This is an optimization exercise on Yosys and OpenROAD, whose aim is small area, a short achievable clock period and few clock cycles, not a production implementation. Where RTL was checked, it was by simulation tests only, not by an equivalence proof against the original. Only the layout flow was run in runs 1 and 7; the RTL was not checked for function there. No activity file was given, so power comes from the tool's default toggle rates.

$ cat flow/run.sh
#!/bin/bash
# Standard layout, with timing repair aimed below the clock period (setup
# margin) and plain buffers on the ports. The make output goes to
# standard_finish.log; each ORFS step logs to orfs/logs/.
set -euo pipefail
bash standard.sh SETUP_SLACK_MARGIN=5.4 \
    "BUFFER_PORTS_ARGS=-buffer_cell sky130_fd_sc_hd__buf_2" \
    finish > standard_finish.log 2>&1
$ cat standard.sh
#!/bin/bash
# synth_recipe.tcl (not shown) runs the flow's synth.tcl, then flattens the netlist and writes it again
# the make line also repeats each setting of config.mk as NAME=value (left out here)
make -C /OpenROAD-flow-scripts/flow DESIGN_CONFIG=/design/flow/config.mk WORK_HOME=/design/flow/orfs CLKGATE_MAP_FILE= SYNTH_SCRIPT=/design/flow/synth_recipe.tcl "${@:-finish}"
$ cat config.mk
export PLATFORM = sky130hd
export DESIGN_NAME = fast_top_level
export DESIGN_NICKNAME = fast_top_level
export VERILOG_FILES = /design/flow/design.v
export SDC_FILE = /design/flow/constraint.sdc
export NUM_CORES = 4
export LEC_CHECK = 0
export CAP_MARGIN = 20
export CORE_MARGIN = 2
export CORE_UTILIZATION = 40
export CTS_CLUSTER_DIAMETER = 100
export CTS_CLUSTER_SIZE = 30
export PLACE_DENSITY = 0.6
export SLEW_MARGIN = 20
$ cat constraint.sdc
create_clock -name core_clock -period 8.0 [get_ports {clk}]
set_input_delay 1.6000 -clock core_clock [delete_from_list [all_inputs] [get_ports {clk}]]
set_output_delay 1.6000 -clock core_clock [all_outputs]
set_load 0.01 [all_outputs]
$ cat design.v
`timescale 1ns / 10ps
module fast_top_level #(
    parameter X_MAX = 64,
    parameter Y_MAX = 64,
    parameter THRESHOLD = 20
) (
    input logic clk, n_rst,
    input logic [7:0] SRAM_in_gaus,
    input logic new_trans, SRAM_in_fast,
    input logic [$clog2(X_MAX) - 1:0] max_x, max_y,
    output logic write_SRAM_fast, read_SRAM_gaus, read_SRAM_fast, write_SRAM_OUT, done,
    output logic signed [$clog2(X_MAX):0] x_addr_gaus, y_addr_gaus, x_addr_fast, y_addr_fast, x_addr_OUT, y_addr_OUT,
    output logic [23:0] SRAM_OUT_wdata
);
localparam int K    = 9;             
localparam int P    = K + 6;         
localparam int CI   = 3 * P + 1;     
localparam int LEN  = 6 * P + 3;     
localparam int GI   = 2 * P + 2;     
localparam int GLEN = 4 * P + 5;     
localparam int TE   = 3 * P + 3;     
localparam int TW   = 5 * P + 8;     
localparam int EO   = TE % P;        
localparam int WO   = TW % P;
localparam int AW   = $clog2(X_MAX) + 1;
logic [5:0] xlast, xm4;              
logic signed [7:0] hm1;              
logic signed [7:0] hlim;             
logic ntq, busy, fin, finq, rg_q;
logic [6:0] tc;
logic e_on, w_on;
always_ff @(posedge clk) begin
    xlast <= max_x - 6'd1;
    xm4   <= max_x - 6'd4;
    hm1   <= $signed({2'b0, max_y}) - 8'sd1;
    hlim  <= $signed({2'b0, max_y}) - 8'(K);
end
always_ff @(posedge clk, negedge n_rst) begin
    if (!n_rst) begin
        ntq  <= 1'b0;
        busy <= 1'b0;
        rg_q <= 1'b0;
        e_on <= 1'b0;
        w_on <= 1'b0;
        finq <= 1'b0;
        done <= 1'b0;
        tc   <= '0;
    end else begin
        ntq  <= new_trans;
        finq <= fin;
        if (ntq)      busy <= 1'b1;
        else if (fin) busy <= 1'b0;
        if (ntq)      rg_q <= 1'b1;
        else if (fin) rg_q <= 1'b0;
        if (ntq || fin)               e_on <= 1'b0;
        else if (busy && tc == 7'(TE - 1)) e_on <= 1'b1;
        if (ntq || fin)               w_on <= 1'b0;
        else if (busy && tc == 7'(TW - 1)) w_on <= 1'b1;
        if (new_trans) done <= 1'b0;
        else if (finq) done <= 1'b1;
        if (ntq)                  tc <= '0;
        else if (tc != 7'(TW))    tc <= tc + 7'd1;
    end
end
function automatic logic [31:0] rmask(input integer off, input integer lo1, input integer hi1,
                                      input integer lo2, input integer hi2);
    integer n, r;
    for (int q = 0; q < 32; q++) begin
        n = (q == 31) ? 0 : (q + 1) % P;
        r = (n - off + P) % P;
        rmask[q] = (q < P || q == 31) && ((r >= lo1 && r <= hi1) || (r >= lo2 && r <= hi2));
    end
endfunction
localparam logic [31:0] M_REND = rmask(0,  P - 1, P - 1, P - 1, P - 1);
localparam logic [31:0] M_EEND = rmask(EO, P - 1, P - 1, P - 1, P - 1);
localparam logic [31:0] M_EFST = rmask(EO, 0, 0, 0, 0);
localparam logic [31:0] M_WFST = rmask(WO, 0, 0, 0, 0);
localparam logic [31:0] M_EOWN = rmask(EO, 3, K + 2, 3, K + 2);
localparam logic [31:0] M_ERD  = rmask(EO, 0, 2, P - 1, P - 1);
localparam logic [31:0] M_WEND = rmask(WO, P - 1, P - 1, P - 1, P - 1);
localparam logic [31:0] M_WROW = rmask(WO, 1, K, 1, K);
localparam logic [31:0] M_WRW2 = rmask(WO, K + 1, K + 2, K + 1, K + 2);
localparam logic [31:0] M_WLST = rmask(WO, K + 2, K + 2, K + 2, K + 2);
logic [4:0] rr, rq;
logic r_end, e_end, e_fst, e_own, e_rd, w_end, w_fst, w_row, w_row2, w_lrow;
assign rq = ntq ? 5'd31 : rr;
always_ff @(posedge clk) begin
    rr     <= (ntq || r_end) ? 5'd0 : rr + 5'd1;
    r_end  <= M_REND[rq];
    e_end  <= M_EEND[rq];
    e_fst  <= M_EFST[rq];
    w_fst  <= M_WFST[rq];
    e_own  <= M_EOWN[rq];
    e_rd   <= M_ERD[rq];
    w_end  <= M_WEND[rq];
    w_row  <= M_WROW[rq];
    w_row2 <= M_WRW2[rq];
    w_lrow <= M_WLST[rq];
end
logic [5:0] rx, ex, wx;
logic [6:0] ry0, ey0, wy0;
logic signed [7:0] ry;
logic [3:1] eml, emr, wml, wmr;
stage_pos #(.K(K)) pos_r (.clk(clk), .init(ntq), .adv(1'b1), .colend(r_end),
                          .xlast(xlast), .xm4(xm4), .x(rx), .y0(ry0), .y(ry), .ml(), .mr());
stage_pos #(.K(K), .PRE(1)) pos_e (.clk(clk), .init(ntq), .adv(1'b1), .colend(e_end),
                          .xlast(xlast), .xm4(xm4), .x(ex), .y0(ey0), .y(), .ml(eml), .mr(emr));
stage_pos #(.K(K)) pos_w (.clk(clk), .init(ntq), .adv(w_on), .colend(w_end),
                          .xlast(xlast), .xm4(xm4), .x(wx), .y0(wy0), .y(), .ml(wml), .mr(wmr));
assign read_SRAM_gaus = rg_q;
assign x_addr_gaus    = {1'b0, rx};
assign y_addr_gaus    = ry[AW-1:0];
logic [8*LEN-1:0] pl;
always_ff @(posedge clk)
    pl <= {pl[8*LEN-9:0], SRAM_in_gaus};
function automatic integer ptap(input integer dx, input integer dy);
    ptap = CI - (dx * P + dy);
endfunction
logic [7:0] cpn, cm;
logic cp_ok, cm_ok;
always_ff @(posedge clk) begin
    cpn   <= ~(pl[8*(CI-1) +: 8] + 8'(THRESHOLD));
    cp_ok <= pl[8*(CI-1) +: 8] < 8'(256 - THRESHOLD);
    cm    <= pl[8*(CI-1) +: 8] - 8'(THRESHOLD);
    cm_ok <= pl[8*(CI-1) +: 8] >= 8'(THRESHOLD);
end
localparam int NR = 16;
function automatic integer rdx(input integer k);
    case (k)
        0: rdx = 0;   1: rdx = 1;   2: rdx = 2;   3: rdx = 3;
        4: rdx = 3;   5: rdx = 3;   6: rdx = 2;   7: rdx = 1;
        8: rdx = 0;   9: rdx = -1; 10: rdx = -2; 11: rdx = -3;
       12: rdx = -3; 13: rdx = -2; 14: rdx = 0;  default: rdx = -1;
    endcase
endfunction
function automatic integer rdy(input integer k);
    case (k)
        0: rdy = 3;   1: rdy = 3;   2: rdy = 2;   3: rdy = 1;
        4: rdy = 0;   5: rdy = -1;  6: rdy = -2;  7: rdy = -3;
        8: rdy = -3;  9: rdy = -3; 10: rdy = -2; 11: rdy = -1;
       12: rdy = 0;  13: rdy = 2;  14: rdy = 0;  default: rdy = 3;
    endcase
endfunction
function automatic logic ge_c(input logic [7:0] a, input logic [7:0] nb);
    logic cy;
    cy = 1'b1;
    for (int i = 0; i < 8; i++)
        cy = (a[i] & nb[i]) | (a[i] & cy) | (nb[i] & cy);
    ge_c = cy;
endfunction
logic [NR-1:0] sb, sd;               
logic [2:0] p1b, p1d;
always_ff @(posedge clk) begin
    p1b <= {p1b[1:0], sb[0]};
    p1d <= {p1d[1:0], sd[0]};
end
always_comb begin
    for (int k = 0; k < NR; k++) begin
        if (k == 14) begin
            sb[k] = 1'b0;
            sd[k] = 1'b0;
        end else if (k == 8) begin
            sb[k] = p1d[2];
            sd[k] = p1b[2];
        end else begin
            sb[k] = cp_ok && ge_c(pl[8*ptap(rdx(k), rdy(k)) +: 8], cpn);
            sd[k] = cm_ok && ge_c(cm, ~pl[8*ptap(rdx(k), rdy(k)) +: 8]);
        end
    end
end
logic [NR-1:0] sbm, sdm;
always_comb begin
    for (int k = 0; k < NR; k++) begin
        if (rdx(k) > 0 && emr[rdx(k)]) begin
            sbm[k] = 1'b0;
            sdm[k] = cm_ok;
        end else if (rdx(k) < 0 && eml[-rdx(k)]) begin
            sbm[k] = 1'b0;
            sdm[k] = cm_ok;
        end else begin
            sbm[k] = sb[k];
            sdm[k] = sd[k];
        end
    end
end
logic [2*NR-1:0] bw, dw;
logic arc;
always_comb begin
    bw = {sbm, sbm};
    dw = {sdm, sdm};
    arc = 1'b0;
    for (int i = 0; i < NR; i++)
        if (&bw[i +: 9] || &dw[i +: 9]) arc = 1'b1;
end
logic signed [7:0] yf_q;
logic corner_e;
assign corner_e = arc && e_own && (yf_q < hm1);
logic wf_q, rf_q;
always_ff @(posedge clk, negedge n_rst) begin
    if (!n_rst) begin
        wf_q <= 1'b0;
        rf_q <= 1'b0;
    end else begin
        wf_q <= e_on && corner_e;
        rf_q <= e_on && e_rd;
    end
end
logic [5:0] xf_q;
always_ff @(posedge clk) begin
    if (e_end) begin
        xf_q <= (ex == xlast) ? 6'd0 : ex + 6'd1;
        yf_q <= (ex == xlast) ? $signed({1'b0, ey0}) + 8'(K - 4) : $signed({1'b0, ey0}) - 8'sd4;
    end else begin
        xf_q <= ex;
        yf_q <= e_fst ? $signed({1'b0, ey0}) - 8'sd3 : yf_q + 8'sd1;
    end
end
assign write_SRAM_fast = wf_q;
assign read_SRAM_fast  = rf_q;
assign x_addr_fast     = {1'b0, xf_q};
assign y_addr_fast     = yf_q[AW-1:0];
logic wf_d, rf_d;
logic [GLEN-1:0] gl;
always_ff @(posedge clk) begin
    wf_d <= wf_q;
    rf_d <= rf_q;
    gl   <= {gl[GLEN-2:0], rf_d ? SRAM_in_fast : wf_d};
end
function automatic integer gtap(input integer dx, input integer dy);
    gtap = GI - (dx * P + dy);
endfunction
function automatic logic gf(input integer dx, input integer dy,
                            input logic [GLEN-1:0] g, input logic [3:1] ml, mr);
    if (dx > 0)      gf = g[gtap(dx, dy)] && !mr[dx];
    else if (dx < 0) gf = g[gtap(dx, dy)] && !ml[-dx];
    else             gf = g[gtap(dx, dy)];
endfunction
logic ring_any, ring_later, w_last, w_lband;
always_comb begin
    ring_later = gf(-2, 1, gl, wml, wmr) | gf(-1, 2, gl, wml, wmr) | gf(0, 2, gl, wml, wmr)
               | gf(1, 2, gl, wml, wmr)  | gf(2, 1, gl, wml, wmr)  | gf(2, 0, gl, wml, wmr);
    ring_any   = ring_later
               | gf(2, -1, gl, wml, wmr) | gf(1, -2, gl, wml, wmr) | gf(0, -2, gl, wml, wmr)
               | gf(-1, -2, gl, wml, wmr) | gf(-2, -1, gl, wml, wmr) | gf(-2, 0, gl, wml, wmr);
end
assign w_lband = $signed({1'b0, wy0}) >= hlim;
assign w_last  = w_lrow && (wx == xlast) && w_lband;
assign fin    = w_on && w_last;
logic wo_q, yel_q;
logic [6:0] ey0_w3;
assign ey0_w3 = wy0 - 7'd3;
logic [5:0] xo_q;
logic [6:0] yo_q;
always_ff @(posedge clk, negedge n_rst) begin
    if (!n_rst) wo_q <= 1'b0;
    else        wo_q <= w_on && (w_row || (w_row2 && w_lband)) && (gl[GI] || ring_any);
end
always_ff @(posedge clk) begin
    xo_q  <= wx;
    yo_q  <= w_fst ? ey0_w3 : yo_q + 7'd1;
    yel_q <= gl[GI] && !ring_later;
end
assign write_SRAM_OUT = wo_q;
assign x_addr_OUT     = {1'b0, xo_q};
assign y_addr_OUT     = yo_q;
assign SRAM_OUT_wdata = {8'hFF, yel_q ? 8'hFF : 8'h20, yel_q ? 8'h00 : 8'h90};
endmodule
module stage_pos #(
    parameter int K = 13,
    parameter bit PRE = 0                    
) (
    input  logic clk,
    input  logic init, adv, colend,
    input  logic [5:0] xlast, xm4,           
    output logic [5:0] x,
    output logic [6:0] y0,
    output logic signed [7:0] y,
    output logic [3:1] ml, mr
);
always_ff @(posedge clk) begin
    if (init) begin
        x  <= PRE ? xm4 : 6'd0;
        y0 <= PRE ? -7'(K) : 7'd0;
        y  <= -8'sd3;
        ml <= PRE ? 3'b000 : 3'b111;
        mr <= 3'b000;
    end else if (adv) begin
        if (colend) begin
            if (x == xlast) begin
                x  <= '0;
                y0 <= y0 + 7'(K);
                y  <= $signed({1'b0, y0}) + 8'(K - 3);
                ml <= 3'b111;
                mr <= 3'b000;
            end else begin
                x  <= x + 6'd1;
                y  <= $signed({1'b0, y0}) - 8'sd3;
                ml <= {ml[2:1], 1'b0};
                mr <= {mr[3] || (x == xm4), mr[3:2]};
            end
        end else begin
            y <= y + 8'sd1;
        end
    end
end
endmodule
==> results of run 1 <==
[cell usage in the layout (no fill, tap or decap), types with 10 or more instances in the layout]
cell       synthesis  routed
dfxtp_1          953     902
nor2_1           134     134
nand2_1           89      89
a21oi_1           80      79
o21ai_0           76      72
inv_1             65      63
xnor2_1           61      61
xor2_1            60      60
buf_4             35      54
buf_6              3      45
clkbuf_16          0      40
ha_1              38      38
nand3_1           34      34
buf_2              5      34
nor2b_1           33      33
dfxtp_2            0      30
nor3_1            30      29
maj3_1            35      29
nand2b_1          24      24
maj3_2            15      21
dfxtp_4            0      21
a31oi_1           20      19
a211oi_1          22      18
conb_1             2      18
o22ai_1           18      17
o31ai_1           15      15
dfrtp_1           16      15
o211ai_1          13      13
nand4_1           11      11
a22oi_1           11      11
and3_1            10      10
o221ai_1          10      10
[layer usage]
metal	global-route usage, %	part of all wire, %	routed length (µm)
met2	23.5	46	23600
met4	3.91	1.9	970
met5	0	0	0
met1	19.8	48	24500
met3	2.31	3.8	1960
[final cells by class]
cell class	count	area [µm²]
fill	5963	36200
sequential	969	19600
multi-input combinational	1004	6690
timing repair buffer	137	1160
tap	864	1080
clock buffer	41	993
inverter	72	294
clock inverter	6	109
timing repair inverter	1	7.51
[worst paths after layout]
kind,start,to,slack (ns),depth (start not counted)
worst min-delay path,pl[615],pl[623],0.32,0
worst max-delay path,yel_q,SRAM_OUT_wdata[4],5.21,2
worst min register to register,pl[615],pl[623],0.32,0
worst max register to register,cpn[1],wf_q,5.25,11
min in group asynchronous,n_rst,tc[1],0.90,1
max in group asynchronous,n_rst,ntq,6.81,1
[state kept, by name (all words and copies together) (netlist names), 5 cells and up]
name / count
cm: 6
cpn: 6
gl: 64
hlim: 7
pl: 744
pos_e.x: 6
pos_e.y0: 7
pos_r.x: 6
pos_r.y: 7
pos_r.y0: 7
pos_w.x: 6
pos_w.y0: 7
rr: 5
tc: 7
xf_q: 6
xlast: 6
xm4: 6
xo_q: 6
yf_q: 8
yo_q: 7
[metrics by stage]
stage	utilization (%)	area [µm²]	setup WS (ns)	hold slack [ns]	instances
6_report	45.3	29900	5.21	0.321	3094
2_1_floorplan	-	26900	5.46	0.310	2150
3_5_place_dp	42.1	27900	4.47	0.312	2993
4_1_cts	44.7	29600	5.17	0.314	3073
5_1_grt	45.3	29900	5.08	0.328	3094
3_3_place_gp	42.1	27800	4.54	0.310	2993
[power by group through the flow]
| stage | Combinational, W | Sequential (W) | Clock (W) |
|---|---|---|---|
| final | 0.000642 | 0.00516 | 0.00233 |
| after global routing | 0.000709 | 0.00518 | 0.00259 |
| after global placement | 0.000472 | 0.00526 | 0 |
| after detailed placement | 0.000480 | 0.00527 | 0 |
| after floorplan | 0.000375 | 0.00521 | 0 |
| after CTS | 0.000603 | 0.00516 | 0.00242 |
[cells by family (layout without fill, tap and decap cells)]
| family | count (synthesis) | count (layout) | synth area share, % |
|---|---|---|---|
| AOI/OAI and AO/OA | 351 | 351 | 8.62 |
| buffers and inverters | 178 | 257 | 3.09 |
| muxes | 12 | 12 | 0.486 |
| DFF | 969 | 969 | 72.7 |
| adders and majority gates | 88 | 88 | 3.71 |
| xor gates and xnor gates | 121 | 121 | 3.95 |
| other | 2 | 18 | 0.0280 |
| and+or+nand+nor | 413 | 414 | 7.43 |
[timing repair]
action / CTS / global route
hold buffers: 0 / 0
endpoints found under the setup margin: 55 / 55
buffers inserted: 32 / 19
hold endpoints to repair: 0 / 0
cloned: 1 / 2
resized for setup: 113 / 60
pin swaps: 2 / 13
==> flow_metrics.py, run 1 <==
metrics = {
    "sta": {
        "finalCritPeriodShare_pct": 34.8,
        "period_needed_ns": 2.79,
        "worst-slew-pin-transition_ns": 0.770,
        "slew_headroom_pct": 48.4,
        "fin_skew_ns": 0.0285,
        "drv_slew": 0,
        "setup_viol": 0,
        "fmax_ghz": 0.359,
        "grt_setup_unrepaired": "true",
        "hold_viol_final": 0,
        "setup-tns-final_ns": 0,
    },
    "synthesis": {
        "synthesis.area_um2": 26800,
        "synth.top_cells.by_count": "dfxtp_1, nor2_1, nand2_1",
        "synth.top_cell.area_share_pct": 71.2,
        "yosysSeqAreaShare_pct": 72.7,
        "synth.most_common_cell": "dfxtp_1",
        "synth_area_leaders": "dfxtp_1, xnor2_1, xor2_1",
        "yosys.area.top_type": "dfxtp_1",
        "yosysWarnings": 22,
        "synth_seq_cells": 969,
        "async_flop_share_pct": 1.65,
        "syn_avg_cell_area_um2": 12.6,
        "ys_types": 76,
        "ys.flop_type": "dfxtp_1",
        "synth_edf_count": 0,
        "syn_inst": 2134,
    },
    "detailed_routing": {
        "vias": 14700,
        "drcViolationCount": 0,
        "first_iter_violations": 896,
        "wl_per_cell_um": 16.5,
        "drtAntennaViolNets": 0,
        "wirelength_um": 51000,
        "dr.pass1.iters": 7,
        "viasPerCell": 4.74,
    },
    "setup_path": {
        "critPathBufInv": 2,
        "critPathMaxStageDelay_ns": 0.43,
        "cp_data_arrival_time_ns": 1.19,
        "crit_slowest_cell": "dfxtp_4",
        "worstPathCellList": "inv_4, buf_6",
        "critPathLaunchType": "register",
        "cp-end-kind": "output port",
        "crit_fanout": 8,
        "required_ns": 6.40,
        "path_class": "register to output port",
        "critPathTopFamily": "flip-flops",
    },
    "worst_hold_path": {
        "hp-class": "register to register",
    },
    "grt": {
        "grt_pass1_wl_um": 79100,
        "antenna_found_initial": 0,
        "gr-total-overflow": 0,
        "grt_max_degree": 67,
        "grt_pass1_vias": 14000,
        "grtUsageTotal_pct": 14.4,
    },
    "floorplanning": {
        "die_w_um": 263,
        "die_h_um": 263,
        "io_pins": 95,
        "coreArea_um2": 66100,
        "die-area_um2": 69100,
        "row_count": 94,
        "start_util_pct": 40.5,
    },
    "clocking": {
        "cts-root-buf": "clkbuf_16",
        "cts_buffer_depth": 3,
        "cts_buffers": 38,
        "path_clk_slew_ns": 0.11,
        "clock-sinks": 969,
        "cts_tree": "yes",
        "htreeDepth": 2,
        "insertion_delay_ns": 0.60,
    },
    "placed_design": {
        "gp_congestion": 0.844,
        "dpl.hpwl_um": 34100,
        "port_buffers": 76,
    },
    "power": {
        "pwr-share-clk_pct": 28.6,
        "combPwrFrac_pct": 7.9,
        "powerDensity_nw_per_um2": 272,
        "leakage_nw": 11.9,
        "vdd_drop_max_uv": 231,
        "power.switching_w": 0.00182,
        "power_frac_seq_pct": 63.5,
        "p_int_w": 0.00631,
        "total_power_w": 0.00813,
        "swShare_pct": 22.4,
    },
    "final_layout": {
        "finish.net_count": 2285,
        "diodes": 0,
        "area_delta_synth_final_pct": 11.7,
        "drive_gt1_share_pct": 13.6,
    },
    "run": {
        "cap_violations": 0,
    },
    "outcome": {
        "outcome": "timing/DRC/antenna clean",
    },
}
==> run 2: changes to the inputs <==
--- a/design.v
+++ b/design.v
@@ -24,4 +24,5 @@
 localparam int WO   = TW % P;
 localparam int AW   = $clog2(X_MAX) + 1;
+localparam logic [6:0] NEGK  = 7'(128 - K);        
 logic [5:0] xlast, xm4;              
 logic signed [7:0] hm1;              
@@ -169,11 +170,14 @@
     end
 end
+function automatic logic cmask(input integer dx, input logic [3:1] ml, mr);
+    logic [3:0] l, r;
+    l = {ml, 1'b0};
+    r = {mr, 1'b0};
+    cmask = (dx > 0) ? r[(dx > 0) ? dx : 0] : l[(dx < 0) ? -dx : 0];
+endfunction
 logic [NR-1:0] sbm, sdm;
 always_comb begin
     for (int k = 0; k < NR; k++) begin
-        if (rdx(k) > 0 && emr[rdx(k)]) begin
-            sbm[k] = 1'b0;
-            sdm[k] = cm_ok;
-        end else if (rdx(k) < 0 && eml[-rdx(k)]) begin
+        if (cmask(rdx(k), eml, emr)) begin
             sbm[k] = 1'b0;
             sdm[k] = cm_ok;
@@ -232,7 +236,5 @@
 function automatic logic gf(input integer dx, input integer dy,
                             input logic [GLEN-1:0] g, input logic [3:1] ml, mr);
-    if (dx > 0)      gf = g[gtap(dx, dy)] && !mr[dx];
-    else if (dx < 0) gf = g[gtap(dx, dy)] && !ml[-dx];
-    else             gf = g[gtap(dx, dy)];
+    gf = g[gtap(dx, dy)] && !cmask(dx, ml, mr);
 endfunction
 logic ring_any, ring_later, w_last, w_lband;
@@ -281,5 +283,5 @@
     if (init) begin
         x  <= PRE ? xm4 : 6'd0;
-        y0 <= PRE ? -7'(K) : 7'd0;
+        y0 <= PRE ? 7'(128 - K) : 7'd0;
         y  <= -8'sd3;
         ml <= PRE ? 3'b000 : 3'b111;
--- a/config.mk
+++ b/config.mk
@@ -8,7 +8,7 @@
 export CAP_MARGIN = 20
 export CORE_MARGIN = 2
-export CORE_UTILIZATION = 40
+export CORE_UTILIZATION = 55
 export CTS_CLUSTER_DIAMETER = 100
 export CTS_CLUSTER_SIZE = 30
-export PLACE_DENSITY = 0.6
+export PLACE_DENSITY = 0.7
 export SLEW_MARGIN = 20
==> flow_metrics.py, run 2 <==
metrics = {
    "outcome": {
        "outcome": "timing/DRC/antenna clean",
    },
    "sta": {
        "grt_setup_unrepaired": "true",
        "finalCritPeriodShare_pct": 37.1,
        "drv_slew": 0,
        "fmax_ghz": 0.337,
        "fin_skew_ns": 0.0220,
        "setup_viol": 0,
        "slew_headroom_pct": 51.8,
        "setup-tns-final_ns": 0,
        "hold_viol_final": 0,
        "period_needed_ns": 2.97,
        "worst-slew-pin-transition_ns": 0.723,
    },
    "setup_path": {
        "cp_data_arrival_time_ns": 3.48,
        "critPathTopFamily": "adder cells",
        "path_class": "register to register",
        "cp.depth": 10,
        "crit_slowest_cell": "dfxtp_2",
        "reg2regPathDepth": 10,
        "critPathMaxStageDelay_ns": 0.37,
        "cp-end-kind": "register",
        "worstPathCellList": "clkinvlp_4, maj3_2, maj3_2, maj3_2, maj3_2, maj3_2, maj3_2, o21ai_2, nand4_1, a41oi_2",
        "required_ns": 8.51,
        "critPathLaunchType": "register",
        "cpMostUsedCell": "maj3_2",
        "crit_fanout": 8,
        "critPathBufInv": 1,
    },
    "floorplanning": {
        "die_w_um": 224,
        "start_util_pct": 55.9,
        "die_h_um": 224,
        "coreArea_um2": 47800,
        "io_pins": 95,
        "die-area_um2": 50400,
        "row_count": 80,
    },
    "grt": {
        "use_met1_pct": 27.4,
        "grt_use_met3_pct": 2.60,
        "use_met2_pct": 29.9,
        "grt-busiest-layer": "met2",
        "grt_pass1_vias": 14300,
        "grtUsageTotal_pct": 19.1,
        "grt_pass1_wl_um": 75900,
        "grt_max_degree": 69,
        "gr-total-overflow": 0,
        "antenna_found_initial": 0,
    },
    "synthesis": {
        "ys.flop_type": "dfxtp_1",
        "synth.most_common_cell": "dfxtp_1",
        "syn_inst": 2121,
        "synth.top_cell.area_share_pct": 71.4,
        "ys_types": 71,
        "synth_area_leaders": "dfxtp_1, xnor2_1, xor2_1",
        "yosys.area.top_type": "dfxtp_1",
        "synth_edf_count": 0,
        "yosysWarnings": 3,
        "synth.top_cells.by_count": "dfxtp_1, nor2_1, nand2_1",
        "yosysSeqAreaShare_pct": 72.9,
        "synthesis.area_um2": 26700,
        "syn_avg_cell_area_um2": 12.6,
        "async_flop_share_pct": 1.65,
        "synth_seq_cells": 969,
    },
    "final_layout": {
        "reg_top3": "pl (744), gl (64), yf_q (8)",
        "fin_area_um2": 29300,
        "fillers": 3730,
        "drive_gt1_share_pct": 11.4,
        "final_cell_mix": "dfxtp_1, nor2_1, nand2_1, a21oi_1, o21ai_0",
        "largest-register": "pl",
        "largest_reg_flops": 744,
        "layout_commonest_cell": "dfxtp_1",
        "area_delta_synth_final_pct": 9.46,
        "finish.net_count": 2259,
    },
    "clocking": {
        "htreeDepth": 2,
        "clock-sinks": 969,
        "cts-root-buf": "clkbuf_16",
        "path_clk_slew_ns": 0.11,
        "cts_buffers": 38,
        "cts_tree": "yes",
        "insertion_delay_ns": 0.60,
        "cts_buffer_depth": 3,
    },
    "detailed_routing": {
        "wl_per_cell_um": 17.2,
        "drcViolationCount": 0,
        "first_iter_violations": 1240,
        "dr.pass1.iters": 8,
        "viasPerCell": 5.26,
        "vias": 14800,
        "wirelength_um": 48400,
        "drtAntennaViolNets": 0,
    },
    "placed_design": {
        "dpl.hpwl_um": 32400,
        "placed_area_um2": 27500,
        "port_buffers": 76,
        "gp_congestion": 0.879,
    },
    "power": {
        "leakage_nw": 11.8,
        "vdd_drop_max_uv": 228,
        "powerDensity_nw_per_um2": 275,
    },
    "run": {
        "cap_violations": 0,
    },
    "worst_hold_path": {
        "whs_path_depth": 0,
        "hp-class": "register to register",
    },
}
## run 2: cell types whose count changed after synthesis, sizes merged, moves of 6 or more
| cell | delta |
|---|---|
| maj3 | +8 |
| o21ai | -7 |
| nand2 | -6 |
| nor3 | +9 |
| a21o | +6 |
| a21oi | -6 |
| clkbuf | +10 |
| buf | -10 |
## run 2: power by group
part,leakage [nW],total [W],internal (W),switching [W]
Combinational,3.20,0.000650,0.000321,0.000329
Clock,0.500,0.00223,0.000886,0.00135
Sequential,8.08,0.00516,0.00502,0.000143
Total,11.8,0.00805,0.00623,0.00182
## run 2: what timing repair did
item	in CTS	in global routing
endpoints found under the setup margin	60	65
gates resized for setup	103	16
hold buffers	0	0
pin swaps	2	1
gates cloned	0	0
setup buffers	31	9
## run 2: cells by family (layout without fill, tap and decap cells)
logic type / Yosys count / in the layout / share of synthesized area [%]
AOI/OAI and AO/OA: 340 / 340 / 8.50
xor gates and xnor gates: 115 / 115 / 3.77
adders and majority gates: 97 / 97 / 4.04
buffers and inverters: 178 / 243 / 2.98
DFF: 969 / 969 / 72.9
muxes: 12 / 12 / 0.482
other: 2 / 21 / 0.0281
and+or+nand+nor: 408 / 408 / 7.32
## run 2: worst reg2reg max path, delay by kind of cell (launching register included)
| kind | cells | cell delay (ns) |
|---|---|---|
| DFF | 1 | 0.37 |
| AOI/OAI and AO/OA | 2 | 0.29 |
| buffers and inverters | 1 | 0.20 |
| adders and majority gates | 6 | 1.92 |
| and+or+nand+nor | 1 | 0.11 |
## run 2: worst paths after layout
kind / startpoint / endpoint / slack, ns
hold / removal: pl[382] / pl[390] / 0.31
setup reg to reg: pl[369] / wf_q / 5.03
setup / recovery: pl[369] / wf_q / 5.03
min in group asynchronous: n_rst / e_on / 0.91
max in group asynchronous: n_rst / ntq / 6.79
hold reg to reg: pl[382] / pl[390] / 0.31
## run 2: routing by layer
layer	up-vias	wire length, µm	part of all wire (%)
li1	7230	-	-
met1	7142	23300	48
met2	369	21600	45
met3	85	2220	4.6
met4	0	1280	2.7
met5	-	0	0
## run 2: layout make-up
class                   instances  area (µm²)  share of cell area (%)
diodes                          3        7.51                  0.0257
clock buffers                  42         966                    3.30
clock inverters                 4        63.8                   0.218
inverters                      72         284                   0.971
multi-input cells             990        6580                    22.5
flip-flops and latches        969       19600                    66.9
well taps                     615         769                    2.63
repair buffers                125        1010                    3.46
## run 2: per-stage QoR
| step | hold WS, ns | setup slack, ns | power [W] | util (%) | std cells |
|---|---|---|---|---|---|
| floorplan | 0.310 | 5.41 | 0.00561 | - | 2137 |
| global placement | 0.310 | 4.66 | 0.00576 | 57.5 | 2731 |
| detailed placement | 0.312 | 4.62 | 0.00577 | 57.5 | 2731 |
| CTS | 0.321 | 5.07 | 0.00810 | 60.9 | 2808 |
| global route | 0.328 | 4.92 | 0.00836 | 61.1 | 2817 |
| finish | 0.315 | 5.03 | 0.00805 | 61.1 | 2820 |
Testbench counts of run 2, summed over its fixed seeds: cycles 107,168.
==> run 3: changes to the inputs <==
--- a/config.mk
+++ b/config.mk
@@ -8,7 +8,7 @@
 export CAP_MARGIN = 20
 export CORE_MARGIN = 2
-export CORE_UTILIZATION = 55
+export CORE_UTILIZATION = 40
 export CTS_CLUSTER_DIAMETER = 100
 export CTS_CLUSTER_SIZE = 30
-export PLACE_DENSITY = 0.7
+export PLACE_DENSITY = 0.6
 export SLEW_MARGIN = 20
==> flow_metrics.py, run 3 <==
metrics = {
    "sta": {
        "hold_viol_final": 0,
        "fin_skew_ns": 0.0337,
        "slew_headroom_pct": 50.8,
        "period_needed_ns": 2.94,
        "worst-slew-pin-transition_ns": 0.738,
        "setup_viol": 0,
        "drv_slew": 0,
        "grt_setup_unrepaired": "true",
        "setup-tns-final_ns": 0,
        "finalCritPeriodShare_pct": 36.8,
        "fmax_ghz": 0.340,
        "worst_slack_ns": 5.06,
    },
    "synthesis": {
        "synth.top_cells.by_count": "dfxtp_1, nor2_1, nand2_1",
        "async_flop_share_pct": 1.65,
        "yosysWarnings": 3,
        "synth_area_leaders": "dfxtp_1, xnor2_1, xor2_1",
        "yosysSeqAreaShare_pct": 72.9,
        "synth_edf_count": 0,
        "syn_avg_cell_area_um2": 12.6,
        "synthesis.area_um2": 26700,
        "synth.most_common_cell": "dfxtp_1",
        "synth_seq_cells": 969,
        "synth.top_cell.area_share_pct": 71.4,
        "yosys.area.top_type": "dfxtp_1",
        "syn_inst": 2121,
        "ys.flop_type": "dfxtp_1",
        "ys_types": 71,
    },
    "clocking": {
        "cts_tree": "yes",
        "cts_buffers": 39,
        "path_clk_slew_ns": 0.11,
        "holdBufCountCts": 0,
        "cts_buffer_depth": 3,
        "clock-sinks": 969,
        "htreeDepth": 2,
        "cts-root-buf": "clkbuf_16",
        "insertion_delay_ns": 0.60,
    },
    "setup_path": {
        "worstPathCellList": "clkinvlp_4, maj3_2, maj3_2, maj3_2, maj3_2, maj3_2, maj3_2, o21ai_2, nand4_1, a41oi_2",
        "path_class": "register to register",
        "cp-end-kind": "register",
        "crit_fanout": 7,
        "critPathBufInv": 1,
        "cp_data_arrival_time_ns": 3.47,
        "crit_slowest_cell": "dfxtp_4",
        "critPathLaunchType": "register",
        "critPathTopFamily": "adder cells",
        "cpMostUsedCell": "maj3_2",
        "required_ns": 8.53,
        "critPathMaxStageDelay_ns": 0.38,
    },
    "final_layout": {
        "fin_util_pct": 44.9,
        "area_delta_synth_final_pct": 10.8,
        "fillers": 5878,
        "diodes": 0,
        "layout_commonest_cell": "dfxtp_1",
        "final_cell_mix": "dfxtp_1, nor2_1, nand2_1, a21oi_1, o21ai_0",
        "drive_gt1_share_pct": 11.3,
        "largest-register": "pl",
        "finish.net_count": 2257,
        "fin_area_um2": 29600,
        "largest_reg_flops": 744,
        "reg_top3": "pl (744), gl (64), yf_q (8)",
    },
    "grt": {
        "antenna_found_initial": 1,
        "gr-total-overflow": 0,
        "grt_pass1_wl_um": 77500,
        "grt_max_degree": 69,
        "grtUsageTotal_pct": 14.1,
        "grt_pass1_vias": 14300,
    },
    "placed_design": {
        "gp_congestion": 0.854,
        "placed_area_um2": 27800,
        "dpl.hpwl_um": 33500,
        "port_buffers": 76,
        "preCtsSetupSlack_ns": 4.67,
    },
    "detailed_routing": {
        "wirelength_um": 49300,
        "vias": 14600,
        "wl_per_cell_um": 16.1,
        "viasPerCell": 4.77,
        "drtAntennaViolNets": 0,
        "drcViolationCount": 0,
        "first_iter_violations": 970,
        "dr.pass1.iters": 7,
    },
    "floorplanning": {
        "coreArea_um2": 66000,
        "start_util_pct": 40.5,
        "die-area_um2": 68900,
        "die_h_um": 262,
        "die_w_um": 262,
        "io_pins": 95,
        "row_count": 94,
    },
    "run": {
        "cap_violations": 0,
    },
    "power": {
        "total_power_w": 0.00812,
        "vdd_drop_max_uv": 177,
        "powerDensity_nw_per_um2": 274,
        "leakage_nw": 11.8,
    },
    "worst_hold_path": {
        "hp-class": "register to register",
    },
    "outcome": {
        "outcome": "timing/DRC/antenna clean",
    },
}
run 3: changes by cell type in the layout (fill, tap and decap cells not counted), moves of 2 or more:
cell       delta
dfxtp_2       -4
buf_4         -2
diode_2       -3
dfxtp_4       +3
inv_8         +2
clkbuf_16     +2
run 3: where the power goes:
part	total (W)	switching [W]	internal (W)
Combinational	0.000639	0.000320	0.000319
Clock	0.00232	0.00138	0.000937
Sequential	0.00517	0.000143	0.00502
Total	0.00812	0.00184	0.00628
run 3: kinds of logic after synthesis:
kind of cell,count (synthesis),share of synthesized area (%)
mux,12,0.482
compound gates,340,8.50
buf+inv,178,2.98
xor+xnor,115,3.77
other cells,2,0.0281
simple gates,408,7.32
fa+ha+maj,97,4.04
flops,969,72.9
run 3: path summary, 6_finish.rpt:
| kind | depth (start not counted) | end | slack (ns) | startpoint |
|---|---|---|---|---|
| setup / recovery | 10 | wf_q | 5.06 | pl[369] |
| hold / removal | 0 | pl[620] | 0.32 | pl[612] |
| setup reg to reg | 10 | wf_q | 5.06 | pl[369] |
| hold reg to reg | 0 | pl[620] | 0.32 | pl[612] |
| max in group asynchronous | 1 | ntq | 6.78 | n_rst |
| min in group asynchronous | 1 | rf_q | 0.91 | n_rst |
run 3: area by class of cell:
cell class,instances,area (µm²),share of cell area (%)
Clock inverter,7,88.8,0.300
Timing Repair Buffer,122,971,3.28
Multi-Input combinational cell,990,6580,22.2
Inverter,72,284,0.959
Tap cell,864,1080,3.65
Clock buffer,44,1020,3.43
Sequential cell,969,19600,66.1
run 3: what timing repair did:
action                                  in CTS  in global routing
endpoints found under the setup margin      69                 60
buffers inserted                            28                  9
gates resized for setup                    101                 20
pin swaps                                    0                  2
gates cloned                                 0                  0
run 3: through the flow:
step | hold WS (ns) | instances
6_report | 0.320 | 3068
5_1_grt | 0.329 | 3068
4_1_cts | 0.321 | 3059
3_3_place_gp | 0.310 | 2980
2_1_floorplan | 0.310 | 2137
3_5_place_dp | 0.312 | 2980
run 3: metal layers:
metal / vias up / share of wire, % / track usage, %
met3: 74 / 4.5 / 2.11
met1: 7037 / 48 / 19.7
li1: 7226 / - / -
met5: - / 0 / 0
met4: 0 / 2.3 / 4.43
met2: 283 / 45 / 22.4
==> run 4: changes to the inputs <==
--- a/design.v
+++ b/design.v
@@ -144,9 +144,15 @@
 endfunction
 function automatic logic ge_c(input logic [7:0] a, input logic [7:0] nb);
-    logic cy;
+    logic cy, g, pr;
     cy = 1'b1;
-    for (int i = 0; i < 8; i++)
+    for (int i = 0; i < 4; i++)
         cy = (a[i] & nb[i]) | (a[i] & cy) | (nb[i] & cy);
-    ge_c = cy;
+    g  = 1'b0;
+    pr = 1'b1;
+    for (int i = 4; i < 8; i++) begin
+        g  = (a[i] & nb[i]) | ((a[i] | nb[i]) & g);
+        pr = pr & (a[i] | nb[i]);
+    end
+    ge_c = g | (pr & cy);
 endfunction
 logic [NR-1:0] sb, sd;               
==> flow_metrics.py, run 4 <==
metrics = {
    "outcome": {
        "outcome": "timing/DRC/antenna clean",
    },
    "synthesis": {
        "async_flop_share_pct": 1.65,
        "synthesis.area_um2": 26900,
        "yosys.area.top_type": "dfxtp_1",
        "yosysWarnings": 3,
        "ys_types": 75,
        "synth_seq_cells": 969,
        "yosysSeqAreaShare_pct": 72.5,
        "syn_inst": 2123,
        "syn_avg_cell_area_um2": 12.7,
        "ys.flop_type": "dfxtp_1",
        "synth_edf_count": 0,
        "synth.most_common_cell": "dfxtp_1",
        "synth.top_cell.area_share_pct": 71.0,
        "synth.top_cells.by_count": "dfxtp_1, nor2_1, nand2_1",
        "synth_area_leaders": "dfxtp_1, xnor2_1, maj3_1",
    },
    "floorplanning": {
        "io_pins": 95,
        "die-area_um2": 69300,
        "start_util_pct": 40.2,
        "row_count": 95,
        "die_h_um": 263,
        "coreArea_um2": 66800,
        "die_w_um": 263,
    },
    "final_layout": {
        "multi_input_area_um2": 6670,
        "finish.net_count": 2259,
        "drive_gt1_share_pct": 11.9,
        "final_cell_mix": "dfxtp_1, nor2_1, nand2_1, a21oi_1, xnor2_1",
        "layout_commonest_cell": "dfxtp_1",
        "reg_top3": "pl (744), gl (64), yf_q (8)",
        "regArea_um2": 19600,
        "largest-register": "pl",
        "fillers": 6060,
        "largest_reg_flops": 744,
        "diodes": 0,
        "area_delta_synth_final_pct": 10.9,
        "stdcell_count": 3080,
    },
    "setup_path": {
        "crit_slowest_cell": "dfrtp_1",
        "worstPathCellList": "buf_2",
        "required_ns": 6.40,
        "path_class": "register to output port",
        "cp-end-kind": "output port",
        "cp_data_arrival_time_ns": 1.21,
        "critPathBufInv": 1,
        "critPathLaunchType": "register",
        "critPathMaxStageDelay_ns": 0.45,
        "crit_fanout": 2,
        "critPathTopFamily": "flip-flops",
    },
    "worst_hold_path": {
        "hp-class": "register to register",
    },
    "detailed_routing": {
        "drcViolationCount": 0,
        "vias": 14500,
        "first_iter_violations": 886,
        "viasPerCell": 4.70,
        "drtAntennaViolNets": 0,
        "wirelength_um": 48800,
        "wl_per_cell_um": 15.8,
        "dr.pass1.iters": 5,
    },
    "clocking": {
        "cts_tree": "yes",
        "htreeDepth": 2,
        "cts_buffer_depth": 3,
        "path_clk_slew_ns": 0.11,
        "cts_buffers": 40,
        "cts-root-buf": "clkbuf_16",
        "insertion_delay_ns": 0.60,
        "clock-sinks": 969,
    },
    "sta": {
        "hold_viol_final": 0,
        "worst-slew-pin-transition_ns": 0.818,
        "fin_skew_ns": 0.0256,
        "period_needed_ns": 2.81,
        "grt_setup_unrepaired": "true",
        "drv_slew": 0,
        "setup_viol": 0,
        "slew_headroom_pct": 45.4,
        "setup-tns-final_ns": 0,
        "finalCritPeriodShare_pct": 35.1,
        "fmax_ghz": 0.356,
    },
    "placed_design": {
        "gp_congestion": 0.835,
        "port_buffers": 76,
        "place_inst": 2990,
        "dpl.hpwl_um": 32700,
    },
    "power": {
        "powerDensity_nw_per_um2": 276,
        "total_power_w": 0.00822,
        "vdd_drop_max_uv": 181,
        "leakage_nw": 11.8,
    },
    "grt": {
        "grt_pass1_vias": 14100,
        "grtUsageTotal_pct": 14.1,
        "gr-total-overflow": 0,
        "grt_max_degree": 69,
        "grt_pass1_wl_um": 77900,
        "antenna_found_initial": 1,
    },
    "run": {
        "cap_violations": 0,
    },
}
==> run 4: worst paths after layout <==
check / from / to / slack (ns) / cells after the start
max in group asynchronous: n_rst / ntq / 6.70 / 1
max: wf_q / write_SRAM_fast / 5.19 / 1
min reg2reg: pl[31] / pl[39] / 0.31 / 0
min: pl[31] / pl[39] / 0.31 / 0
min in group asynchronous: n_rst / tc[6] / 0.95 / 1
max reg2reg: yf_q[1] / wf_q / 5.27 / 10
==> run 4: layout make-up <==
| type | instances | share of cell area, % |
|---|---|---|
| clock inverter | 8 | 0.449 |
| sequential | 969 | 65.6 |
| clock buffer | 45 | 3.52 |
| timing repair buffer | 121 | 3.41 |
| timing repair inverter | 1 | 0.0252 |
| multi-input combinational | 994 | 22.4 |
| tap | 873 | 3.66 |
| inverter | 69 | 0.919 |
==> run 4: per-layer routing <==
metal	GRT usage [%]	part of all wire [%]	vias up
met3	2.09	3.6	69
met5	0	0	-
li1	-	-	7222
met1	19.2	48	6933
met4	4.91	2.7	0
met2	22.9	45	238
==> run 4: what timing repair did <==
item	in CTS	in global routing
hold buffers	0	0
setup endpoints to repair	55	56
buffers inserted	31	5
pin swaps	0	0
gates resized for setup	97	26
gates cloned	0	1
==> run 4: where the power goes <==
group / internal (W) / switching (W)
Sequential: 0.00502 / 0.000142
Combinational: 0.000331 / 0.000326
Clock: 0.00101 / 0.00140
Total: 0.00636 / 0.00187
==> run 4: cell families (layout without fill, tap and decap cells) <==
family	count (synthesis)	after routing	synth area share, %
flip-flops	969	969	72.5
adder cells (fa/ha/maj)	101	101	4.17
buffers and inverters	176	244	3.06
XOR/XNOR	122	122	3.98
AND/OR/NAND/NOR	415	415	7.58
multiplexers	15	15	0.596
other	2	18	0.0279
AO/OA/AOI/OAI	323	323	8.12
==> run 4: through the flow <==
step           utilization [%]  cell area (µm²)  setup WS, ns  hold slack, ns
2_1_floorplan                -            26900          5.65           0.310
3_3_place_gp              41.8            27900          4.65           0.310
3_5_place_dp              41.8            27900          4.74           0.312
4_1_cts                   44.4            29700          5.16           0.309
5_1_grt                   44.6            29800          5.12           0.306
6_report                  44.6            29800          5.19           0.308
Testbench counts of run 4, summed over its fixed seeds: cycles 107,168.
==> run 5: changes to the inputs <==
--- a/flow/run.sh
+++ b/flow/run.sh
@@ -4,5 +4,5 @@
 # standard_finish.log; each ORFS step logs to orfs/logs/.
 set -euo pipefail
-bash standard.sh SETUP_SLACK_MARGIN=5.4 \
+bash standard.sh SETUP_SLACK_MARGIN=5.1 \
     "BUFFER_PORTS_ARGS=-buffer_cell sky130_fd_sc_hd__buf_2" \
     finish > standard_finish.log 2>&1
==> flow_metrics.py, run 5 <==
metrics = {
    "clocking": {
        "insertion_delay_ns": 0.60,
        "cts_buffer_depth": 3,
        "holdBufCountCts": 0,
        "path_clk_slew_ns": 0.11,
        "cts-root-buf": "clkbuf_16",
        "cts_tree": "yes",
        "htreeDepth": 2,
        "cts_buffers": 40,
        "clock-sinks": 969,
    },
    "synthesis": {
        "async_flop_share_pct": 1.65,
        "synth_adder_area_share_pct": 4.17,
        "yosysSeqAreaShare_pct": 72.5,
        "synth_compound_area_share_pct": 8.12,
        "synth.top_cell.area_share_pct": 71.0,
        "synthSimpleGateAreaFrac_pct": 7.58,
        "ys_types": 75,
        "yosys.area.top_type": "dfxtp_1",
        "ys.flop_type": "dfxtp_1",
        "synth_edf_count": 0,
        "syn_inst": 2123,
        "synth.most_common_cell": "dfxtp_1",
        "synth-xor-area-share_pct": 3.98,
        "synthesis.area_um2": 26900,
        "synth_top_family_by_area": "compound AO/OA/AOI/OAI gates",
        "synth_area_leaders": "dfxtp_1, xnor2_1, maj3_1",
        "synth.top_cells.by_count": "dfxtp_1, nor2_1, nand2_1",
        "synth_mux_area_share_pct": 0.596,
        "syn_avg_cell_area_um2": 12.7,
        "synth_seq_cells": 969,
        "yosysWarnings": 3,
    },
    "placed_design": {
        "port_buffers": 76,
        "gp_congestion": 0.835,
        "dpl.hpwl_um": 32700,
    },
    "setup_path": {
        "critPathLaunchType": "register",
        "r2r_start": "cm[6]",
        "cp-end-kind": "output port",
        "critPathMaxStageDelay_ns": 0.45,
        "required_ns": 6.40,
        "reg2regPathDepth": 7,
        "reg2reg_to": "wf_q",
        "rrSetupSlack_ns": 5.24,
        "cp_data_arrival_time_ns": 1.21,
        "crit_fanout": 2,
        "path_class": "register to output port",
        "critPathBufInv": 1,
        "worstPathCellList": "buf_2",
        "critPathTopFamily": "flip-flops",
        "crit_slowest_cell": "dfrtp_1",
    },
    "grt": {
        "grt_pass1_vias": 13900,
        "antenna_found_initial": 1,
        "grt_max_degree": 69,
        "grt_pass1_wl_um": 77000,
        "grtUsageTotal_pct": 13.9,
        "gr-total-overflow": 0,
    },
    "worst_hold_path": {
        "holdPathEnd": "pl[39]",
        "hp-class": "register to register",
        "hold_start": "pl[31]",
        "whs_path_depth": 0,
    },
    "floorplanning": {
        "die_h_um": 263,
        "coreArea_um2": 66800,
        "die-area_um2": 69300,
        "start_util_pct": 40.2,
        "row_count": 95,
        "die_w_um": 263,
        "io_pins": 95,
    },
    "final_layout": {
        "finish.net_count": 2230,
        "area_delta_synth_final_pct": 8.78,
        "fin_util_pct": 43.8,
        "largest_reg_flops": 744,
        "largest-register": "pl",
        "layout_commonest_cell": "dfxtp_1",
        "final_cell_mix": "dfxtp_1, nor2_1, nand2_1, buf_2, a21oi_1",
        "drive_gt1_share_pct": 9.14,
        "reg_top3": "pl (744), gl (64), yf_q (8)",
        "diodes": 0,
    },
    "detailed_routing": {
        "vias": 14400,
        "first_iter_violations": 830,
        "dr.pass1.iters": 8,
        "wl_per_cell_um": 15.7,
        "route.met2.wl_um": 21500,
        "wirelength_um": 48000,
        "drcViolationCount": 0,
        "wl_met1_um": 23400,
        "viasPerCell": 4.71,
        "top_layer": "met4",
        "drtAntennaViolNets": 0,
        "wl_met3_um": 1850,
    },
    "sta": {
        "drv_slew": 0,
        "fin_skew_ns": 0.0265,
        "slew_headroom_pct": 44.5,
        "finalCritPeriodShare_pct": 35.2,
        "worst-slew-pin-transition_ns": 0.831,
        "setup_viol": 0,
        "grt_setup_unrepaired": "true",
        "setup-tns-final_ns": 0,
        "period_needed_ns": 2.81,
        "fmax_ghz": 0.355,
        "hold_viol_final": 0,
    },
    "power": {
        "vdd_drop_max_uv": 181,
        "powerDensity_nw_per_um2": 277,
        "leakage_nw": 11.6,
    },
    "run": {
        "cap_violations": 0,
    },
    "outcome": {
        "outcome": "timing/DRC/antenna clean",
    },
}
[run 5: cells by family (layout without fill, tap and decap cells)]
| kind of cell | count (synthesis) | after routing |
|---|---|---|
| flip-flops | 969 | 969 |
| AND/OR/NAND/NOR | 415 | 415 |
| AO/OA/AOI/OAI | 323 | 323 |
| buffers and inverters | 176 | 215 |
| XOR/XNOR | 122 | 122 |
| adder cells (fa/ha/maj) | 101 | 101 |
| multiplexers | 15 | 15 |
| other | 2 | 18 |
[run 5: final cells by class]
| type | count | area [µm²] |
|---|---|---|
| clock buffer | 45 | 1050 |
| clock inverter | 8 | 134 |
| fill | 6127 | 37600 |
| inverter | 69 | 272 |
| multi-input combinational | 994 | 6660 |
| sequential | 969 | 19500 |
| tap | 873 | 1090 |
| timing repair buffer | 92 | 517 |
| timing repair inverter | 1 | 5.00 |
[run 5: worst max-delay path by stage]
| stage | start | end | cells past startpoint |
|---|---|---|---|
| 2_1_floorplan | cpn[0] | wf_q | 11 |
| 3_3_place_gp | cm[7] | wf_q | 9 |
| 3_5_place_dp | pl[370] | wf_q | 8 |
| 4_1_cts | cm[3] | wf_q | 10 |
| 5_1_grt | cm[6] | wf_q | 7 |
| 6_report | wf_q | write_SRAM_fast | 1 |
[run 5: layer usage]
metal	vias up	global-route usage [%]
met4	0	4.91
li1	7169	-
met5	-	0
met3	69	2.10
met2	265	22.3
met1	6878	19.1
[run 5: stage by stage]
stage	instances	setup WS, ns	hold WS (ns)	total power [W]	cell area (µm²)
2_1_floorplan	2139	5.65	0.310	0.00562	26900
3_5_place_dp	2990	4.74	0.312	0.00578	27900
5_1_grt	3051	5.03	0.306	0.00844	29200
6_report	3051	5.19	0.307	0.00809	29200
4_1_cts	3047	5.09	0.309	0.00817	29200
3_3_place_gp	2990	4.65	0.310	0.00577	27900
[run 5: what timing repair did]
| action | 4_1_cts | 5_1_grt |
|---|---|---|
| pin swaps | 0 | 0 |
| setup buffers | 4 | 3 |
| setup endpoints to repair | 3 | 5 |
| cloned | 0 | 1 |
| resized for setup | 12 | 15 |
[run 5: where the power goes]
group          internal, W  leakage (nW)  switching (W)
clock network      0.00101         0.578        0.00140
registers          0.00501          8.08       0.000153
logic             0.000239          2.95       0.000286
total              0.00625          11.6        0.00184
==> run 6: changes to the inputs <==
--- a/flow/run.sh
+++ b/flow/run.sh
@@ -4,5 +4,5 @@
 # standard_finish.log; each ORFS step logs to orfs/logs/.
 set -euo pipefail
-bash standard.sh SETUP_SLACK_MARGIN=5.1 \
+bash standard.sh SETUP_SLACK_MARGIN=5.2 \
     "BUFFER_PORTS_ARGS=-buffer_cell sky130_fd_sc_hd__buf_2" \
     finish > standard_finish.log 2>&1
==> flow_metrics.py, run 6 <==
metrics = {
    "placed_design": {
        "preCtsSetupSlack_ns": 4.74,
        "gp_congestion": 0.835,
        "place_inst": 2990,
        "dpl.hpwl_um": 32700,
        "port_buffers": 76,
    },
    "synthesis": {
        "syn_inst": 2123,
        "synth_edf_count": 0,
        "yosysWarnings": 3,
        "yosys.area.top_type": "dfxtp_1",
        "ys.flop_type": "dfxtp_1",
        "synth.top_cell.area_share_pct": 71.0,
        "ys_types": 75,
        "synthesis.area_um2": 26900,
        "async_flop_share_pct": 1.65,
        "synth_seq_cells": 969,
        "synth.most_common_cell": "dfxtp_1",
        "synth_area_leaders": "dfxtp_1, xnor2_1, maj3_1",
        "syn_avg_cell_area_um2": 12.7,
        "synth.top_cells.by_count": "dfxtp_1, nor2_1, nand2_1",
        "yosysSeqAreaShare_pct": 72.5,
    },
    "outcome": {
        "outcome": "timing/DRC/antenna clean",
    },
    "sta": {
        "fmax_ghz": 0.356,
        "finalCritPeriodShare_pct": 35.1,
        "drv_slew": 0,
        "setup_viol": 0,
        "grt_setup_unrepaired": "true",
        "fin_skew_ns": 0.0255,
        "slew_headroom_pct": 44.4,
        "hold_ws_ns": 0.307,
        "worst_slack_ns": 5.19,
        "hold_viol_final": 0,
        "setup-tns-final_ns": 0,
        "period_needed_ns": 2.81,
        "worst-slew-pin-transition_ns": 0.833,
    },
    "floorplanning": {
        "die-area_um2": 69300,
        "die_h_um": 263,
        "die_w_um": 263,
        "coreArea_um2": 66800,
        "start_util_pct": 40.2,
        "io_pins": 95,
        "row_count": 95,
    },
    "power": {
        "vdd_drop_max_uv": 181,
        "combPwrFrac_pct": 6.5,
        "pwr-share-clk_pct": 29.7,
        "powerDensity_nw_per_um2": 276,
        "swShare_pct": 22.7,
        "leakage_nw": 11.6,
        "p_int_w": 0.00626,
        "power.switching_w": 0.00184,
        "power_frac_seq_pct": 63.8,
    },
    "setup_path": {
        "crit_fanout": 2,
        "crit_slowest_cell": "dfrtp_1",
        "path_class": "register to output port",
        "worstPathCellList": "buf_2",
        "critPathBufInv": 1,
        "critPathTopFamily": "flip-flops",
        "critPathMaxStageDelay_ns": 0.45,
        "cp-end-kind": "output port",
        "cp_data_arrival_time_ns": 1.21,
        "required_ns": 6.40,
        "critPathLaunchType": "register",
    },
    "detailed_routing": {
        "dr.pass1.iters": 5,
        "wirelength_um": 48100,
        "vias": 14400,
        "wl_per_cell_um": 15.8,
        "first_iter_violations": 808,
        "drcViolationCount": 0,
        "drtAntennaViolNets": 0,
        "viasPerCell": 4.73,
    },
    "grt": {
        "grt_pass1_vias": 13900,
        "grtUsageTotal_pct": 13.9,
        "use_met2_pct": 22.3,
        "gr-total-overflow": 0,
        "grt_use_met3_pct": 2.10,
        "grt_max_degree": 69,
        "grt_pass1_wl_um": 77000,
        "use_met1_pct": 19.1,
        "antenna_found_initial": 1,
        "grt-busiest-layer": "met2",
    },
    "final_layout": {
        "finish.net_count": 2231,
        "multi_input_area_um2": 6670,
        "largest_reg_flops": 744,
        "fin_util_pct": 43.9,
        "layout_commonest_cell": "dfxtp_1",
        "reg_top3": "pl (744), gl (64), yf_q (8)",
        "drive_gt1_share_pct": 10.0,
        "diodes": 0,
        "final_cell_mix": "dfxtp_1, nor2_1, nand2_1, a21oi_1, buf_2",
        "stdcell_count": 3052,
        "area_delta_synth_final_pct": 9.03,
        "fillers": 6125,
        "largest-register": "pl",
        "regArea_um2": 19500,
    },
    "worst_hold_path": {
        "hp-class": "register to register",
    },
    "clocking": {
        "cts_buffer_depth": 3,
        "clock-sinks": 969,
        "holdBufCountCts": 0,
        "path_clk_slew_ns": 0.11,
        "cts_tree": "yes",
        "insertion_delay_ns": 0.59,
        "cts_buffers": 40,
        "htreeDepth": 2,
        "cts-root-buf": "clkbuf_16",
    },
    "run": {
        "cap_violations": 0,
    },
}
-- run 6: cell types whose count changed in the layout (fill, tap and decap cells not counted), moves of 2 or more --
| cell | previous run | this run |
|---|---|---|
| buf_2 | 76 | 74 |
| buf_6 | 1 | 3 |
| dfxtp_1 | 940 | 924 |
| dfxtp_2 | 11 | 19 |
| dfxtp_4 | 2 | 10 |
-- run 6: metrics by stage --
step           power (W)  cell area (µm²)
2_1_floorplan    0.00562            26900
3_3_place_gp     0.00577            27900
3_5_place_dp     0.00578            27900
4_1_cts          0.00818            29200
5_1_grt          0.00845            29300
6_report         0.00810            29300
-- run 6: cell families (layout without fill, tap and decap cells) --
family	after synthesis	after routing	synth area share [%]
mux	15	15	0.596
compound gates	323	323	8.12
xor+xnor	122	122	3.98
buf+inv	176	216	3.06
flops	969	969	72.5
fa+ha+maj	101	101	4.17
other cells	2	18	0.0279
simple gates	415	415	7.58
-- run 6: cell type report --
cell class	instances	area share (%)
Multi-Input combinational cell	994	22.7
Sequential cell	969	66.7
Clock buffer	45	3.59
Clock inverter	8	0.457
Timing Repair inverter	1	0.0256
Tap cell	873	3.73
Inverter	69	0.935
Timing Repair Buffer	93	1.83
-- run 6: repair_timing --
action / in CTS / in global routing
buffers inserted: 5 / 3
hold endpoints to repair: 0 / 0
resized for setup: 31 / 27
gates cloned: 0 / 1
setup endpoints to repair: 28 / 12
-- run 6: power groups by stage --
| stage | Combinational (W) | Clock (W) | Sequential [W] |
|---|---|---|---|
| 2_1_floorplan | 0.000405 | 0 | 0.00521 |
| 3_3_place_gp | 0.000502 | 0 | 0.00527 |
| 3_5_place_dp | 0.000510 | 0 | 0.00527 |
| 4_1_cts | 0.000517 | 0.00249 | 0.00517 |
| 5_1_grt | 0.000592 | 0.00266 | 0.00520 |
| 6_report | 0.000525 | 0.00240 | 0.00517 |
-- run 6: routing by layer --
layer	part of all wire (%)	routed length [µm]	vias to the layer above
met2	45	21600	274
met1	48	23300	6928
met5	0	0	-
met3	4.1	1970	72
li1	-	-	7158
met4	2.7	1280	0
-- run 6: path summary, 6_finish.rpt --
path / cells after the start / endpoint / start / slack [ns]
max in group asynchronous: 1 / ntq / n_rst / 6.71
worst min register to register: 0 / pl[39] / pl[31] / 0.31
worst min-delay path: 0 / pl[39] / pl[31] / 0.31
min in group asynchronous: 1 / tc[5] / n_rst / 0.95
worst max register to register: 9 / wf_q / pl[369] / 5.34
worst max-delay path: 1 / write_SRAM_fast / wf_q / 5.19
==> run 7: changes to the inputs <==
--- a/design.v
+++ b/design.v
@@ -230,8 +230,9 @@
 assign x_addr_fast     = {1'b0, xf_q};
 assign y_addr_fast     = yf_q[AW-1:0];
-logic wf_d, rf_d;
+logic wf_g, wf_d, rf_d;
 logic [GLEN-1:0] gl;
 always_ff @(posedge clk) begin
-    wf_d <= wf_q;
+    wf_g <= e_on && corner_e;
+    wf_d <= wf_g;
     rf_d <= rf_q;
     gl   <= {gl[GLEN-2:0], rf_d ? SRAM_in_fast : wf_d};
==> flow_metrics.py, run 7 <==
metrics = {
    "final_layout": {
        "largest_reg_flops": 744,
        "layout_commonest_cell": "dfxtp_1",
        "area_delta_synth_final_pct": 9.80,
        "reg_top3": "pl (744), gl (64), yf_q (8)",
        "fin_area_um2": 29500,
        "drive_gt1_share_pct": 11.1,
        "largest-register": "pl",
        "finish.net_count": 2246,
        "final_cell_mix": "dfxtp_1, nor2_1, nand2_1, a21oi_1, buf_2",
    },
    "synthesis": {
        "yosysSeqAreaShare_pct": 72.7,
        "synth_edf_count": 0,
        "syn_inst": 2137,
        "yosys.area.top_type": "dfxtp_1",
        "synth.top_cell.area_share_pct": 71.2,
        "synth_area_leaders": "dfxtp_1, xnor2_1, ha_1",
        "synth_mux_area_share_pct": 0.602,
        "synth-xor-area-share_pct": 3.92,
        "synth_adder_area_share_pct": 3.73,
        "async_flop_share_pct": 1.65,
        "ys.flop_type": "dfxtp_1",
        "synth_compound_area_share_pct": 8.72,
        "synth_top_family_by_area": "compound AO/OA/AOI/OAI gates",
        "synth.most_common_cell": "dfxtp_1",
        "yosysWarnings": 3,
        "synthSimpleGateAreaFrac_pct": 7.22,
        "ys_types": 74,
        "synth.top_cells.by_count": "dfxtp_1, nor2_1, nand2_1",
        "synth_seq_cells": 970,
        "syn_avg_cell_area_um2": 12.6,
        "synthesis.area_um2": 26800,
    },
    "floorplanning": {
        "coreArea_um2": 66100,
        "io_pins": 95,
        "die_w_um": 263,
        "row_count": 94,
        "die-area_um2": 69200,
        "die_h_um": 263,
        "start_util_pct": 40.6,
    },
    "run": {
        "cap_violations": 0,
    },
    "clocking": {
        "clock-sinks": 970,
        "cts-root-buf": "clkbuf_16",
        "htreeDepth": 2,
        "cts_buffer_depth": 3,
        "holdBufCountCts": 0,
        "cts_buffers": 40,
        "path_clk_slew_ns": 0.11,
        "insertion_delay_ns": 0.59,
        "cts_tree": "yes",
    },
    "sta": {
        "slew_headroom_pct": 43.3,
        "drv_slew": 0,
        "setup_viol": 0,
        "worst-slew-pin-transition_ns": 0.850,
        "finalCritPeriodShare_pct": 34.9,
        "fin_skew_ns": 0.0242,
        "fmax_ghz": 0.359,
        "period_needed_ns": 2.79,
        "hold_viol_final": 0,
        "grt_setup_unrepaired": "true",
        "setup-tns-final_ns": 0,
    },
    "setup_path": {
        "crit_slowest_cell": "dfrtp_1",
        "critPathLaunchType": "register",
        "required_ns": 6.40,
        "critPathMaxStageDelay_ns": 0.44,
        "critPathBufInv": 1,
        "worstPathCellList": "buf_2",
        "r2r_start": "cp_ok",
        "critPathTopFamily": "flip-flops",
        "cp-end-kind": "output port",
        "startpoint": "rf_q",
        "crit_fanout": 2,
        "cp_data_arrival_time_ns": 1.19,
        "path_class": "register to output port",
    },
    "grt": {
        "grt_max_degree": 49,
        "antenna_found_initial": 3,
        "gr-total-overflow": 0,
        "grt_pass1_vias": 13800,
        "grtUsageTotal_pct": 13.9,
        "grt_pass1_wl_um": 77000,
    },
    "power": {
        "vdd_drop_max_uv": 170,
        "pwr-share-clk_pct": 29.8,
        "power.switching_w": 0.00185,
        "power_frac_seq_pct": 63.6,
        "powerDensity_nw_per_um2": 276,
        "leakage_nw": 11.7,
        "swShare_pct": 22.8,
        "p_int_w": 0.00627,
        "combPwrFrac_pct": 6.7,
    },
    "placed_design": {
        "placed_area_um2": 27900,
        "port_buffers": 76,
        "gp_congestion": 0.874,
        "dpl.hpwl_um": 33100,
    },
    "detailed_routing": {
        "vias": 14600,
        "viasPerCell": 4.76,
        "dr.pass1.iters": 5,
        "drcViolationCount": 0,
        "wirelength_um": 49600,
        "wl_per_cell_um": 16.2,
        "drtAntennaViolNets": 0,
        "first_iter_violations": 910,
    },
    "worst_hold_path": {
        "hp-class": "register to register",
        "hold_start": "pl[555]",
    },
    "outcome": {
        "outcome": "timing/DRC/antenna clean",
    },
}
==> run 7: cell count changes after synthesis, sizes merged, moves of 8 or more <==
cell	before	now
buf	63	49
o211ai	7	16
nand2	94	102
clkbuf	44	62
nand2b	45	21
maj3	62	50
a31oi	18	26
a21oi	74	85
==> run 7: metrics by stage <==
stage	power [W]	utilization [%]	instances	hold WS [ns]	setup WS [ns]
6_report	0.00813	44.6	3060	0.309	5.21
2_1_floorplan	0.00562	-	2153	0.310	5.42
4_1_cts	0.00820	44.3	3054	0.313	5.17
3_3_place_gp	0.00576	42.2	2992	0.309	4.77
5_1_grt	0.00847	44.6	3058	0.310	5.16
3_5_place_dp	0.00578	42.2	2992	0.312	4.71
==> run 7: logic make-up after synthesis <==
| group | after synthesis |
|---|---|
| buffers and inverters | 182 |
| xor gates and xnor gates | 120 |
| DFF | 970 |
| muxes | 15 |
| AOI/OAI and AO/OA | 355 |
| adders and majority gates | 89 |
| other | 2 |
| and+or+nand+nor | 404 |
==> run 7: final timing paths <==
path / slack (ns) / endpoint / depth (start not counted)
worst min-delay path: 0.31 / pl[563] / 0
min in group asynchronous: 0.93 / wo_q / 1
worst min register to register: 0.31 / pl[563] / 0
worst max-delay path: 5.21 / read_SRAM_fast / 1
max in group asynchronous: 6.74 / tc[5] / 1
worst max register to register: 5.28 / wf_q / 9
==> run 7: area by class of cell <==
cell class | instances | area [µm²]
clock buffer | 47 | 1100
sequential | 970 | 19600
antenna | 2 | 5.00
timing repair buffer | 96 | 631
multi-input combinational | 1001 | 6670
tap | 864 | 1080
timing repair inverter | 3 | 17.5
inverter | 71 | 293
fill | 6022 | 36600
clock inverter | 6 | 103
==> run 7: routing by layer <==
layer | up-vias | routed length [µm] | track usage (%)
met1 | 6931 | 24100 | 19.8
met5 | - | 0 | 0
met2 | 325 | 22000 | 21.7
met3 | 68 | 2420 | 2.41
li1 | 7233 | - | -
met4 | 0 | 1070 | 4.31
==> run 7: power by group through the flow <==
| stage | registers [W] | logic (W) | clock network (W) |
|---|---|---|---|
| 6_report | 0.00517 | 0.000541 | 0.00242 |
| 3_3_place_gp | 0.00527 | 0.000499 | 0 |
| 5_1_grt | 0.00519 | 0.000600 | 0.00268 |
| 2_1_floorplan | 0.00522 | 0.000399 | 0 |
| 3_5_place_dp | 0.00527 | 0.000509 | 0 |
| 4_1_cts | 0.00517 | 0.000529 | 0.00251 |
==> run 7: what timing repair did <==
action | CTS | global route
pin swaps | 1 | 20
cloned | 3 | 1
gates resized for setup | 55 | 46
setup endpoints to repair | 28 | 11
buffers inserted | 6 | 3

[separate check: timing with driven ports]
No port has a modelled driver above. Below, the same layouts with a new extraction and two added sets of constraints.
Step 1: set_driving_cell puts a clkbuf_16 on clk and a buf_2 on each other input, an assumption about the parent block.
Step 2 moves the port delays by t, midway between the first and last clock arrival at a register: inputs arrive t later, outputs are due t later. That takes back most of the time a late clock gives input paths.
Three values: ideal ports, drivers, drivers and shift; two values: the first two.
run	t, ns	setup slack, ns	clock arrival spread, ns
run 1	0.645	5.213 / 5.156 / 5.254	0.032 / 0.033
run 2	0.645	5.030 / 5.030 / 5.030	0.024 / 0.025
run 3	0.649	5.059 / 5.059 / 5.059	0.038 / 0.039
run 4	0.645	5.189 / 5.128 / 5.268	0.033 / 0.033
run 5	0.647	5.186 / 5.125 / 5.242	0.036 / 0.036
run 6	0.643	5.190 / 5.129 / 5.337	0.033 / 0.033
run 7	0.641	5.211 / 5.153 / 5.277	0.039 / 0.039
After both steps setup and hold are still met in every run listed.
